From an optimization exercise on the open Yosys and OpenROAD flow, aimed at small area; shortcuts taken in it are not production practice.
RTL that was checked went through simulation tests only; none was proved equivalent to the original.
Power figures rest on the tool's default switching activity, not on a simulated workload.

==> flow/design.v (excerpt) <==
module Top(input clk, input reset,
    output io_in_ready,
    input  io_in_valid,
    input [31:0] io_in_bits,
    input [4:0] io_in_tag,
    input  io_out_ready,
    output io_out_valid,
    output[31:0] io_out_bits,
    output[4:0] io_out_tag,
    input  io_pcIn_valid,
    input  io_pcIn_bits_request,
    input [15:0] io_pcIn_bits_moduleId,
    input [7:0] io_pcIn_bits_portId,
    input [15:0] io_pcIn_bits_pcValue,
    input [3:0] io_pcIn_bits_pcType,
    output io_pcOut_valid,
    output io_pcOut_bits_request,
    output[15:0] io_pcOut_bits_moduleId,
    output[7:0] io_pcOut_bits_portId,
    output[15:0] io_pcOut_bits_pcValue,
    output[3:0] io_pcOut_bits_pcType);
Size: roughly 1100 cells after synthesis, roughly 310 flip-flops, ~170 I/O pins, ~12000 µm² of cells after synthesis.
make LEC_CHECK=0 CAP_MARGIN=20 CORE_MARGIN=2 CORE_UTILIZATION=40 CTS_BUF_LIST=sky130_fd_sc_hd__clkbuf_4 SLEW_MARGIN=20 finish   # period 4.0 ns
run.sh (not shown) runs the stock make flow with config.mk's settings and CLKGATE_MAP_FILE= SYNTH_SCRIPT=/design/flow/synth_recipe.tcl, a recipe that flattens the netlist after the stock synthesis.
The starting point completed with no timing, DRC or antenna violations.
Rerun with:
--- a/flow/config.mk
+++ b/flow/config.mk
@@ -9,4 +9,5 @@
 export CORE_MARGIN = 2
-export CORE_UTILIZATION = 40
-export CTS_BUF_LIST = sky130_fd_sc_hd__clkbuf_4
+export CORE_UTILIZATION = 60
+export CTS_CLUSTER_DIAMETER = 100
+export CTS_CLUSTER_SIZE = 30
 export SLEW_MARGIN = 20
=>
- via count came out lower by 3.4%
- non-clock buffer count goes down by 2
- global-route usage increases by 5.7 points
- synthesized cell count is unchanged
Rerun with:
--- a/flow/config.mk
+++ b/flow/config.mk
@@ -7,7 +7,6 @@
 export LEC_CHECK = 0
+export ABC_AREA = 1
 export CAP_MARGIN = 20
 export CORE_MARGIN = 2
-export CORE_UTILIZATION = 60
-export CTS_CLUSTER_DIAMETER = 100
-export CTS_CLUSTER_SIZE = 30
+export CORE_UTILIZATION = 40
 export SLEW_MARGIN = 20
Outcome: Routed wire length rose by about 25%. Critical path depth went up by 2. Global-route usage fell by 4.2 points. Total power is higher by about 23%.
Rerun with:
--- a/flow/config.mk
+++ b/flow/config.mk
@@ -7,3 +7,2 @@
 export LEC_CHECK = 0
-export ABC_AREA = 1
 export CAP_MARGIN = 20
=>
- The changed run completed without violations
- setup slack is worse by 99 ps
- total power shrinks by 0.78%
- die area shrinks by 5.2%
- first-iteration DRC count shrinks by 32%
- design area shrinks by 4.1%
- hold slack is worse by 7.2 ps
- wire length shrinks by 14%
- clock skew hardly moves
No run of this note included a check of the RTL's function; only the layout flow was run.

* * *

The RTL this note starts from:
==> flow/design.v <==
module Top(input clk, input reset,
    output io_in_ready,
    input  io_in_valid,
    input [31:0] io_in_bits,
    input [4:0] io_in_tag,
    input  io_out_ready,
    output io_out_valid,
    output[31:0] io_out_bits,
    output[4:0] io_out_tag,
    input  io_pcIn_valid,
    input  io_pcIn_bits_request,
    input [15:0] io_pcIn_bits_moduleId,
    input [7:0] io_pcIn_bits_portId,
    input [15:0] io_pcIn_bits_pcValue,
    input [3:0] io_pcIn_bits_pcType,
    output io_pcOut_valid,
    output io_pcOut_bits_request,
    output[15:0] io_pcOut_bits_moduleId,
    output[7:0] io_pcOut_bits_portId,
    output[15:0] io_pcOut_bits_pcValue,
    output[3:0] io_pcOut_bits_pcType);
  reg [4:0] st0, st1;
  reg [2:0] ss;
  reg lg_in, lg_out, lg_rep;
  reg recv0, recv1;
  reg [31:0] d0, d1;
  reg [4:0] t0, t1;
  wire r0 = st0 == 5'd0;
  wire r1 = st1 == 5'd0;
  wire f0 = st0 == 5'd29;
  wire f1 = st1 == 5'd29;
  wire g0 = st0 == 5'd30;
  wire g1 = st1 == 5'd30;
  wire v0 = st0 == 5'd31;
  wire v1 = st1 == 5'd31;
  wire iv0 = io_in_valid & ~(r1 & ~lg_in);
  wire iv1 = io_in_valid & (~lg_in | ~r0);
  wire fire0 = iv0 & r0;
  wire fire1 = iv1 & r1;
  assign io_in_ready = r0 | r1;
  wire ch = (v1 & ~lg_out) | ~v0;
  wire ord0 = io_out_ready & ~(v1 & ~lg_out);
  wire ord1 = io_out_ready & (~lg_out | ~v0);
  wire leave0 = v0 & ord0;
  wire leave1 = v1 & ord1;
  assign io_out_valid = v0 | v1;
  assign io_out_bits = ch ? d1 : d0;
  assign io_out_tag = ch ? t1 : t0;
  wire sv = ss == 3'd7;
  wire sr = ss == 3'd0;
  wire req = f0 | f1;
  wire rep0 = sv & lg_rep;
  wire rep1 = sv & ~lg_rep;
  wire [31:0] inc = {io_in_bits[31:1] + 31'd1, io_in_bits[0]};
  always @(posedge clk) begin
    if (reset) begin
      st0 <= 5'd0;
      st1 <= 5'd0;
      ss <= 3'd0;
      lg_in <= 1'b0;
      lg_out <= 1'b0;
      lg_rep <= 1'b0;
    end else begin
      if (r0) begin
        if (fire0) st0 <= 5'd5;
      end else if (!(g0 & ~(rep0 | recv0)) && !(v0 & ~ord0))
        st0 <= st0 + 5'd1;
      if (r1) begin
        if (fire1) st1 <= 5'd5;
      end else if (!(g1 & ~(rep1 | recv1)) && !(v1 & ~ord1))
        st1 <= st1 + 5'd1;
      if (sr) begin
        if (req) ss <= 3'd3;
      end else
        ss <= ss + 3'd1;
      if (io_in_valid & (r0 | r1)) lg_in <= (r1 & ~lg_in) | ~r0;
      if ((v0 | v1) & io_out_ready) lg_out <= ch;
      if (sv) lg_rep <= ~lg_rep;
    end
    recv0 <= f0 & rep0;
    recv1 <= f1 & rep1;
    if (fire0) begin d0 <= inc; t0 <= io_in_tag; end
    if (fire1) begin d1 <= inc; t1 <= io_in_tag; end
  end
  reg [15:0] is0, os0, is1, os1, iss;
  reg pv1, pq1, pv2, pq2, pv3, pq3;
  reg [15:0] pm1, pm2, pm3, pval1, pval2, pval3;
  reg [7:0] pp1, pp2, pp3;
  reg [3:0] pt1, pt2, pt3;
  wire hit1 = io_pcIn_valid & io_pcIn_bits_request & (io_pcIn_bits_moduleId == 16'd3);
  wire clr1 = io_pcIn_valid & io_pcIn_bits_request & (io_pcIn_bits_pcType == 4'd2);
  wire hit2 = pv1 & pq1 & (pm1 == 16'd4);
  wire clr2 = pv1 & pq1 & (pt1 == 4'd2);
  wire hit3 = pv2 & pq2 & (pm2 == 16'd5);
  wire clr3 = pv2 & pq2 & (pt2 == 4'd2);
  wire [15:0] p_is0, p_os0, p_is1, p_os1, p_iss;
  assign p_is0[0] = 1'b1;
  assign p_os0[0] = 1'b1;
  assign p_is1[0] = 1'b1;
  assign p_os1[0] = 1'b1;
  assign p_iss[0] = 1'b1;
  genvar k;
  generate
    for (k = 1; k < 16; k = k + 1) begin : carry
      assign p_is0[k] = p_is0[k-1] & is0[k-1];
      assign p_os0[k] = p_os0[k-1] & os0[k-1];
      assign p_is1[k] = p_is1[k-1] & is1[k-1];
      assign p_os1[k] = p_os1[k-1] & os1[k-1];
      assign p_iss[k] = p_iss[k-1] & iss[k-1];
    end
  endgenerate
  wire [15:0] c_is0 = p_is0 & {16{iv0 & ~r0}};
  wire [15:0] c_os0 = p_os0 & {16{v0 & ~ord0}};
  wire [15:0] c_is1 = p_is1 & {16{iv1 & ~r1}};
  wire [15:0] c_os1 = p_os1 & {16{v1 & ~ord1}};
  wire [15:0] c_iss = p_iss & {16{req & ~sr}};
  wire port1_0 = io_pcIn_bits_portId == 8'd1;
  wire port1_1 = pp1 == 8'd1;
  wire port1_2 = pp2 == 8'd1;
  always @(posedge clk) begin
    if (reset) begin
      pv1 <= 1'b0;
      pv2 <= 1'b0;
      pv3 <= 1'b0;
    end else begin
      pv1 <= io_pcIn_valid;
      pv2 <= pv1;
      pv3 <= pv2;
    end
    pq1 <= io_pcIn_bits_request & ~hit1;
    pm1 <= io_pcIn_bits_moduleId;
    pp1 <= io_pcIn_bits_portId;
    pt1 <= io_pcIn_bits_pcType;
    pval1 <= ({16{hit1 & port1_0}} & is0) | ({16{hit1 & ~port1_0}} & os0) | ({16{~hit1}} & io_pcIn_bits_pcValue);
    pq2 <= pq1 & ~hit2;
    pm2 <= pm1;
    pp2 <= pp1;
    pt2 <= pt1;
    pval2 <= ({16{hit2 & port1_1}} & is1) | ({16{hit2 & ~port1_1}} & os1) | ({16{~hit2}} & pval1);
    pq3 <= pq2 & ~hit3;
    pm3 <= pm2;
    pp3 <= pp2;
    pt3 <= pt2;
    pval3 <= ({16{hit3 & port1_2}} & iss) | ({16{~hit3}} & pval2);
    is0 <= (is0 ^ c_is0) & {16{~(reset | clr1)}};
    os0 <= (os0 ^ c_os0) & {16{~(reset | clr1)}};
    is1 <= (is1 ^ c_is1) & {16{~(reset | clr2)}};
    os1 <= (os1 ^ c_os1) & {16{~(reset | clr2)}};
    iss <= (iss ^ c_iss) & {16{~(reset | clr3)}};
  end
  assign io_pcOut_valid = pv3;
  assign io_pcOut_bits_request = pq3;
  assign io_pcOut_bits_moduleId = pm3;
  assign io_pcOut_bits_portId = pp3;
  assign io_pcOut_bits_pcValue = pval3;
  assign io_pcOut_bits_pcType = pt3;
endmodule
Settings: LEC_CHECK=0, CAP_MARGIN=20, CORE_MARGIN=2, CORE_UTILIZATION=60, CTS_BUF_LIST=sky130_fd_sc_hd__clkbuf_8, CTS_CLUSTER_DIAMETER=60, CTS_CLUSTER_SIZE=15, SLEW_MARGIN=20; clock period 4.0 ns.
standard.sh (not shown) runs the stock make flow with config.mk's settings and CLKGATE_MAP_FILE= SYNTH_SCRIPT=/design/flow/synth_recipe.tcl, a recipe that flattens the netlist after the stock synthesis.
==> flow/flow/run.sh <==
#!/bin/bash
set -euo pipefail
export BUFFER_PORTS_ARGS="-buffer_cell sky130_fd_sc_hd__buf_1"
bash standard.sh > standard.log 2>&1
Rerun with:
==> flow/run.sh (new file) <==
#!/bin/bash
# synth_recipe.tcl (not shown) runs the flow's synth.tcl, then flattens the netlist and writes it again
# the make line also repeats each setting of config.mk as NAME=value (left out here)
make -C /OpenROAD-flow-scripts/flow DESIGN_CONFIG=/design/flow/config.mk WORK_HOME=/design/flow/orfs CLKGATE_MAP_FILE= SYNTH_SCRIPT=/design/flow/synth_recipe.tcl finish
- CORE_UTILIZATION: 60 -> 40
- CTS_BUF_LIST: sky130_fd_sc_hd__clkbuf_8 -> default
- CTS_CLUSTER_DIAMETER: 60 -> default
- CTS_CLUSTER_SIZE: 15 -> default
removed: flow/flow/run.sh
removed: flow/standard.sh
Outcome:
- The new run passed the timing, design-rule and antenna checks
- sequential cell count stays the same
- hold slack is about the same
- cell count grows by roughly a tenth
Rerun with:
==> flow/flow/run.sh (new file) <==
#!/bin/bash
set -euo pipefail
export BUFFER_PORTS_ARGS="-buffer_cell sky130_fd_sc_hd__buf_1"
bash standard.sh > standard.log 2>&1
==> flow/standard.sh (new file) <==
#!/bin/bash
# synth_recipe.tcl (not shown) runs the flow's synth.tcl, then flattens the netlist and writes it again
# the make line also repeats each setting of config.mk as NAME=value (left out here)
make -C /OpenROAD-flow-scripts/flow DESIGN_CONFIG=/design/flow/config.mk WORK_HOME=/design/flow/orfs CLKGATE_MAP_FILE= SYNTH_SCRIPT=/design/flow/synth_recipe.tcl "${@:-finish}"
- CORE_UTILIZATION: 40 -> 60
- CTS_CLUSTER_DIAMETER: default -> 100
- CTS_CLUSTER_SIZE: default -> 30
removed: flow/run.sh
Result:
- via count fell by a few percent
- design area went down by roughly a tenth
- maximum frequency climbs by a few percent
- total power goes down by about a fifth
- setup slack improved by 0.17 ns
- sequential power is about the same
- wire length shrinks by roughly a tenth
- critical path depth does not change
- first-iteration DRC count shrinks by a little under a tenth
- hold slack gets worse by 0.0041 ns

-- afterwards: timing with drivers on the ports --
In the flow no input, the clock included, has a driving cell. The finished layouts below were timed again as built, in two steps. Step 1 sets driving cells, clkbuf_16 on the clock port and buf_2 on the other inputs (assumed; they add their load-dependent delay and slew). Step 2, shift: input delay + t, output delay - t, t = (earliest + latest rising clock arrival at the registers) / 2. This alone moves slack from input paths to output paths. a / b / c = no drivers / after step 1 / after step 2; a / b = the first two.
run	t (ns)	setup WS [ns]	worst register clock-pin slew, ns
the first run of note 1	0.713	0.214 / 0.172 / 0.744	0.07 / 0.07
the second run of note 1	0.530	0.183 / 0.136 / 0.666	0.12 / 0.12
the third run of note 1	0.555	0.307 / 0.257 / 0.812	0.06 / 0.06
the fourth run of note 1	0.552	0.208 / 0.159 / 0.711	0.06 / 0.06
the first run of note 2	0.597	0.395 / 0.351 / 0.948	0.10 / 0.10
the second run of note 2	0.599	0.272 / 0.222 / 0.702	0.06 / 0.06
the third run of note 2	0.532	0.442 / 0.396 / 0.928	0.11 / 0.11
After both steps every run listed still meets setup and hold.
